What follows belongs to an exercise in optimizing a design on an open flow for small area, a short achievable clock period and few clock cycles per item; a production flow would make more cautious choices. Only simulation tests tie the RTL to the original design; equivalence was not proved.

Design upsample_csc, start of the top module:
module upsample_csc (
    input  logic        clk,
    input  logic        resetn,
    input  logic        start,
    output logic        done,
    input  logic [15:0] sram_read_data,
    output logic [15:0] sram_write_data,
    output logic [17:0] sram_address,
    output logic        sram_we_n
);
logic        run;
logic        start_d;
logic [2:0]  k;           
logic        fpar;        
logic [2:0]  lead;        
logic [7:0]  jc;          
logic [16:0] yc;          
logic [17:0] ra;          
wire go   = ~run & ~done & start & ~start_d;
wire k4   = (k == 3'd4);
wire last = ~sram_we_n & (&sram_address);    
always_ff @(posedge clk or negedge resetn) begin
    if (~resetn) begin
        run       <= 1'b0;
        start_d   <= 1'b0;
        done      <= 1'b0;
        sram_we_n <= 1'b1;
        k         <= 3'd0;
        fpar      <= 1'b0;
        lead      <= 3'd7;
    end else begin
        start_d <= start;
        if (go) begin
            run  <= 1'b1;
            k    <= 3'd0;
            fpar <= 1'b0;
            lead <= 3'd7;
        end else if (run) begin
            k <= k4 ? 3'd0 : k + 3'd1;
            if (k4) begin
                fpar <= ~fpar;
                if (lead != 3'd0) lead <= lead - 3'd1;
            end
        end
        if (last) begin
            done <= 1'b1;
            run  <= 1'b0;
        end
        sram_we_n <= ~(run & ~last & (lead == 3'd0) & (k <= 3'd2));
    end
end
wire [18:0] uv_addr = {{2{yc[16]}}, yc} + (fpar ? 19'd115205 : 19'd76805);
always_ff @(posedge clk) begin
    if (~run) begin                          
        sram_address <= 18'd65530;           
        yc  <= -17'sd5;                      
        ra  <= 18'd146923;                   
        jc  <= 8'd154;                       
    end else begin
        case (k)
            3'd4: begin                      
                sram_address <= {2'b00, yc[15:0]};
                yc <= yc + 17'd1;
            end
            3'd3:                            
                sram_address <= uv_addr[18:1];
            default: begin                   
                sram_address <= ra;
                ra <= ra + 18'd1;
            end
        endcase
        if (k4) jc <= (jc == 8'd159) ? 8'd0 : jc + 8'd1;
    end
end
logic [95:0] ch;      
logic [15:0] uw;      
logic [15:0] vw;      
  ...
For scale: ~2000 cells after synthesis, roughly 440 flip-flops, ~24000 sq um of cells after synthesis.
export LEC_CHECK = 0
export ABC_AREA = 0
export ABC_CLOCK_PERIOD_IN_PS = 3500
export CAP_MARGIN = 20
export CORE_MARGIN = 2
export CORE_UTILIZATION = 55
export PLACE_DENSITY = 0.7
export SLEW_MARGIN = 20
export SYNTH_HIERARCHICAL = 1
export SYNTH_MINIMUM_KEEP_SIZE = 0
create_clock -name core_clock -period 11.0 [get_ports {clk}]
standard.sh (not shown) runs the stock make flow with config.mk's settings and CLKGATE_MAP_FILE= SYNTH_SCRIPT=/design/flow/synth_recipe.tcl, a recipe that flattens the netlist after the stock synthesis.
==> flow/flow/run.sh <==
#!/bin/bash
# Own layout flow: the standard synthesis unchanged, then the standard ORFS steps with
# stronger timing repair (a larger setup margin, all endpoints) and faster port buffers.
# Each step's full output goes to a log file in the work folder.
set -euo pipefail
bash standard.sh synth > synth.log 2>&1
bash standard.sh SETUP_SLACK_MARGIN=7.5 TNS_END_PERCENT=100 \
     BUFFER_PORTS_ARGS="-buffer_cell sky130_fd_sc_hd__buf_4" finish > layout.log 2>&1
Testbench counts at the start, summed over its fixed seeds: cycles 960,175, pixels 384,000.
Rerun with:
Settings changed: ABC_CLOCK_PERIOD_IN_PS 3500 to not set.
What happened: The new run finished clean. Setup slack does not change. Wire length does not change. Global-route usage does not change. Maximum frequency is unchanged. Cell area is unchanged. Via count stays the same. Cell count stays the same. First-iteration DRC count does not change. Die area does not change.
Rerun with:
--- a/flow/flow/run.sh
+++ b/flow/flow/run.sh
@@ -7 +7 @@
-bash standard.sh SETUP_SLACK_MARGIN=7.5 TNS_END_PERCENT=100 \
+bash standard.sh SETUP_SLACK_MARGIN=7.2 TNS_END_PERCENT=100 \
Settings changed: CTS_CLUSTER_DIAMETER set to 100, CTS_CLUSTER_SIZE set to 28.
Effect: Routed wire length drops by 3.4%. Worst setup slack degrades by 140 ps. Via count drops by 2.2%. Utilization drops by 2.4 points. Final cell count drops by 2.3%. First-iteration DRC count climbs by 3.3%.
Rerun with:
--- a/flow/flow/run.sh
+++ b/flow/flow/run.sh
@@ -7 +7 @@
-bash standard.sh SETUP_SLACK_MARGIN=7.2 TNS_END_PERCENT=100 \
+bash standard.sh SETUP_SLACK_MARGIN=7.5 TNS_END_PERCENT=100 \
What happened:
- worst hold slack hardly moves
- final area rises slightly
- die area is unchanged
- wire length rises slightly
- clock skew grows by 3.7 ps
- core utilization climbs by 0.40 points
- via count came out higher slightly
Rerun with:
Settings changed: CORE_UTILIZATION 55 to 40, CTS_CLUSTER_DIAMETER 100 to not set, CTS_CLUSTER_SIZE 28 to not set, PLACE_DENSITY 0.7 to 0.6.
Cell area went up by 5.1%; register-to-register slack loses 100 ps; synthesized cell count stays the same; fmax goes down by 0.61%; hold slack gets worse by 9.3 ps; final cell count goes up by 11%; setup slack degrades by 21 ps; clock-buffer cell count came out higher by 30.
Rerun with:
--- a/flow/flow/run.sh
+++ b/flow/flow/run.sh
@@ -7 +7 @@
-bash standard.sh SETUP_SLACK_MARGIN=7.5 TNS_END_PERCENT=100 \
+bash standard.sh SETUP_SLACK_MARGIN=7.7 TNS_END_PERCENT=100 \
Settings changed: CORE_UTILIZATION 40 to 55, CTS_CLUSTER_DIAMETER set to 100, CTS_CLUSTER_SIZE set to 28, PLACE_DENSITY 0.6 to 0.7.
Die area fell by 27%.
Routed wire length goes down by 3.4%.
Setup slack gains 5.4 ps.
Final cell count drops by 8.8%.
Flip-flop and latch count stays the same.
Core utilization came out higher by 15 points.

Another version of the RTL of upsample_csc (not shown whole).
Size in the first run: roughly 2500 cells after synthesis, roughly 310 flip-flops, roughly 55 I/O pins, about 23000 µm² of cells after synthesis.
==> flow/config.mk <==
export PLATFORM = sky130hd
export DESIGN_NAME = upsample_csc
export DESIGN_NICKNAME = upsample_csc
export VERILOG_FILES = /design/flow/design.v
export SDC_FILE = /design/flow/constraint.sdc
export NUM_CORES = 4
export LEC_CHECK = 0
export ABC_AREA = 1
export CAP_MARGIN = 20
export CORE_MARGIN = 2
export CORE_UTILIZATION = 40
export PLACE_DENSITY = 0.6
export SLEW_MARGIN = 20
==> flow/constraint.sdc <==
create_clock -name core_clock -period 11.0 [get_ports {clk}]
set_input_delay 2.2000 -clock core_clock [delete_from_list [all_inputs] [get_ports {clk}]]
set_output_delay 2.2000 -clock core_clock [all_outputs]
set_load 0.01 [all_outputs]
==> flow/flow/run.sh <==
#!/bin/bash
# Own layout flow: the standard synthesis unchanged, then the standard ORFS steps with
# stronger timing repair (a larger setup margin, all endpoints) and faster port buffers.
# Each step's full output goes to a log file in the work folder.
set -euo pipefail
bash standard.sh synth > synth.log 2>&1
bash standard.sh SETUP_SLACK_MARGIN=8 TNS_END_PERCENT=100 \
     BUFFER_PORTS_ARGS="-buffer_cell sky130_fd_sc_hd__buf_4" finish > layout.log 2>&1
Testbench counts at the start, summed over its fixed seeds: cycles 960,155, pixels 384,000.
Next try:
--- a/flow/flow/run.sh
+++ b/flow/flow/run.sh
@@ -5,4 +5,4 @@
 set -euo pipefail
 bash standard.sh synth > synth.log 2>&1
-bash standard.sh SETUP_SLACK_MARGIN=8 TNS_END_PERCENT=100 \
+bash standard.sh SETUP_SLACK_MARGIN=7 TNS_END_PERCENT=100 \
      BUFFER_PORTS_ARGS="-buffer_cell sky130_fd_sc_hd__buf_4" finish > layout.log 2>&1
First-iteration DRC count fell by roughly a tenth.
Global-route usage falls by 0.12 points.
Sequential share of layout area is higher by 0.30 points.

Another version of the RTL of upsample_csc (not shown whole).
Size: roughly 2500 cells after synthesis, about 55 I/O pins.
export LEC_CHECK = 0
export ABC_AREA = 1
export CAP_MARGIN = 20
export CORE_MARGIN = 2
export CORE_UTILIZATION = 40
export PLACE_DENSITY = 0.6
export SLEW_MARGIN = 20
create_clock -name core_clock -period 11.0 [get_ports {clk}]
==> flow/flow/run.sh <==
#!/bin/bash
# Own layout flow: the standard synthesis unchanged, then the standard ORFS steps with
# stronger timing repair (a larger setup margin, all endpoints) and faster port buffers.
# Each step's full output goes to a log file in the work folder.
set -euo pipefail
bash standard.sh synth > synth.log 2>&1
bash standard.sh SETUP_SLACK_MARGIN=7.5 TNS_END_PERCENT=100 \
     BUFFER_PORTS_ARGS="-buffer_cell sky130_fd_sc_hd__buf_4" finish > layout.log 2>&1
Testbench counts at the start, summed over its fixed seeds: cycles 960,175, pixels 384,000.
Rerun with:
--- a/flow/config.mk
+++ b/flow/config.mk
@@ -7,3 +7,3 @@
 export LEC_CHECK = 0
-export ABC_AREA = 1
+export ABC_AREA = 0
 export CAP_MARGIN = 20
@@ -11,2 +11,3 @@
 export CORE_UTILIZATION = 40
+export CTS_BUF_LIST = sky130_fd_sc_hd__clkbuf_4 sky130_fd_sc_hd__clkbuf_8
 export PLACE_DENSITY = 0.6
After rerunning: Clock-buffer cell count went up by 55. Global-route usage drops by 0.46 points. Fmax is lower by 0.83%. Synthesized cell count went down by 12%. Non-clock buffer count went up by 28. Cell count shrinks by 8.1%. Final area decreases by 1.1%. Wire length goes down by about 5%. Sequential share of layout area increases by 0.42 points.

upsample_csc, a different RTL version from the one above (not shown whole).
For scale: ~1800 cells after synthesis, roughly 370 flip-flops, ~55 I/O pins, ~0.021 mm2 of cells after synthesis.
==> flow/config.mk <==
export PLATFORM = sky130hd
export DESIGN_NAME = upsample_csc
export DESIGN_NICKNAME = upsample_csc
export VERILOG_FILES = /design/flow/design.v
export SDC_FILE = /design/flow/constraint.sdc
export NUM_CORES = 4
export LEC_CHECK = 0
export ABC_AREA = 0
export CAP_MARGIN = 20
export CORE_MARGIN = 2
export CORE_UTILIZATION = 55
export CTS_CLUSTER_DIAMETER = 100
export CTS_CLUSTER_SIZE = 28
export PLACE_DENSITY = 0.7
export SLEW_MARGIN = 20
export SYNTH_HIERARCHICAL = 1
export SYNTH_MINIMUM_KEEP_SIZE = 0
==> flow/constraint.sdc <==
create_clock -name core_clock -period 11.0 [get_ports {clk}]
set_input_delay 2.2000 -clock core_clock [delete_from_list [all_inputs] [get_ports {clk}]]
set_output_delay 2.2000 -clock core_clock [all_outputs]
set_load 0.01 [all_outputs]
==> flow/flow/run.sh <==
#!/bin/bash
# Own layout flow: the standard synthesis unchanged, then the standard ORFS steps with
# stronger timing repair (a larger setup margin, all endpoints), faster port buffers and
# clock tree synthesis without dummy balancing loads.
# Each step's full output goes to a log file in the work folder.
set -euo pipefail
bash standard.sh synth > synth.log 2>&1
bash standard.sh SETUP_SLACK_MARGIN=7.9 TNS_END_PERCENT=100 \
     BUFFER_PORTS_ARGS="-buffer_cell sky130_fd_sc_hd__buf_4" \
     CTS_ARGS="-sink_clustering_enable -repair_clock_nets -sink_clustering_size 28 -sink_clustering_max_diameter 100 -dont_use_dummy_load" finish > layout.log 2>&1
Testbench counts at the start, summed over its fixed seeds: cycles 960,180, pixels 384,000.
Change:
--- a/flow/flow/run.sh
+++ b/flow/flow/run.sh
@@ -6,5 +6,5 @@
 set -euo pipefail
 bash standard.sh synth > synth.log 2>&1
-bash standard.sh SETUP_SLACK_MARGIN=7.9 TNS_END_PERCENT=100 \
+bash standard.sh SETUP_SLACK_MARGIN=7.5 TNS_END_PERCENT=100 \
      BUFFER_PORTS_ARGS="-buffer_cell sky130_fd_sc_hd__buf_4" \
      CTS_ARGS="-sink_clustering_enable -repair_clock_nets -sink_clustering_size 28 -sink_clustering_max_diameter 100 -dont_use_dummy_load" finish > layout.log 2>&1
What happened: Wire length shrinks by 0.97%. Setup slack loses 160 ps.

## afterwards: timing with drivers on the ports
How much do the figures lean on ideal ports? The routed layouts below were timed once more, with nothing changed but the port constraints. Step 1: set_driving_cell puts a clkbuf_16 on clk and a buf_2 on each other input, an assumption about the parent block. Step 2 times the ports against the registers' clock, not the clock port: input delays grow and output delays shrink by t, the midpoint of the rising clock arrivals with the driver on. a / b / c = no drivers / after step 1 / after step 2; a / b = the first two.
run	shift t [ns]	setup WS [ns]	worst setup path after step 2	worst slew at a driven data input, ns
the first run of note 1	0.639	7.558 / 7.502 / 7.627	input to register	0.03
the second run of note 1	0.639	7.558 / 7.502 / 7.627	input to register	0.03
the third run of note 1	0.611	7.421 / 7.421 / 7.421	register to register	0.03
the fourth run of note 1	0.611	7.568 / 7.514 / 7.632	input to register	0.03
the fifth run of note 1	0.645	7.547 / 7.490 / 7.604	register to register	0.03
the sixth run of note 1	0.623	7.552 / 7.493 / 7.644	input to register	0.03
the first run of note 2	0.625	6.465 / 6.465 / 6.465	register to register	0.04
the second run of note 2	0.636	6.517 / 6.517 / 6.517	register to register	0.05
the first run of note 3	0.655	7.557 / 7.499 / 7.557	register to register	0.06
the second run of note 3	0.698	7.529 / 7.474 / 7.620	register to register	0.04
the first run of note 4	0.557	7.733 / 7.679 / 7.737	input to register	0.03
the second run of note 4	0.568	7.575 / 7.575 / 7.516	input to register	0.04
After both steps every run listed still meets setup and hold. For the second run of note 4, which loses most, drivers alone change the setup slack by 0.000 ns; drivers and shift together by -0.059 ns.
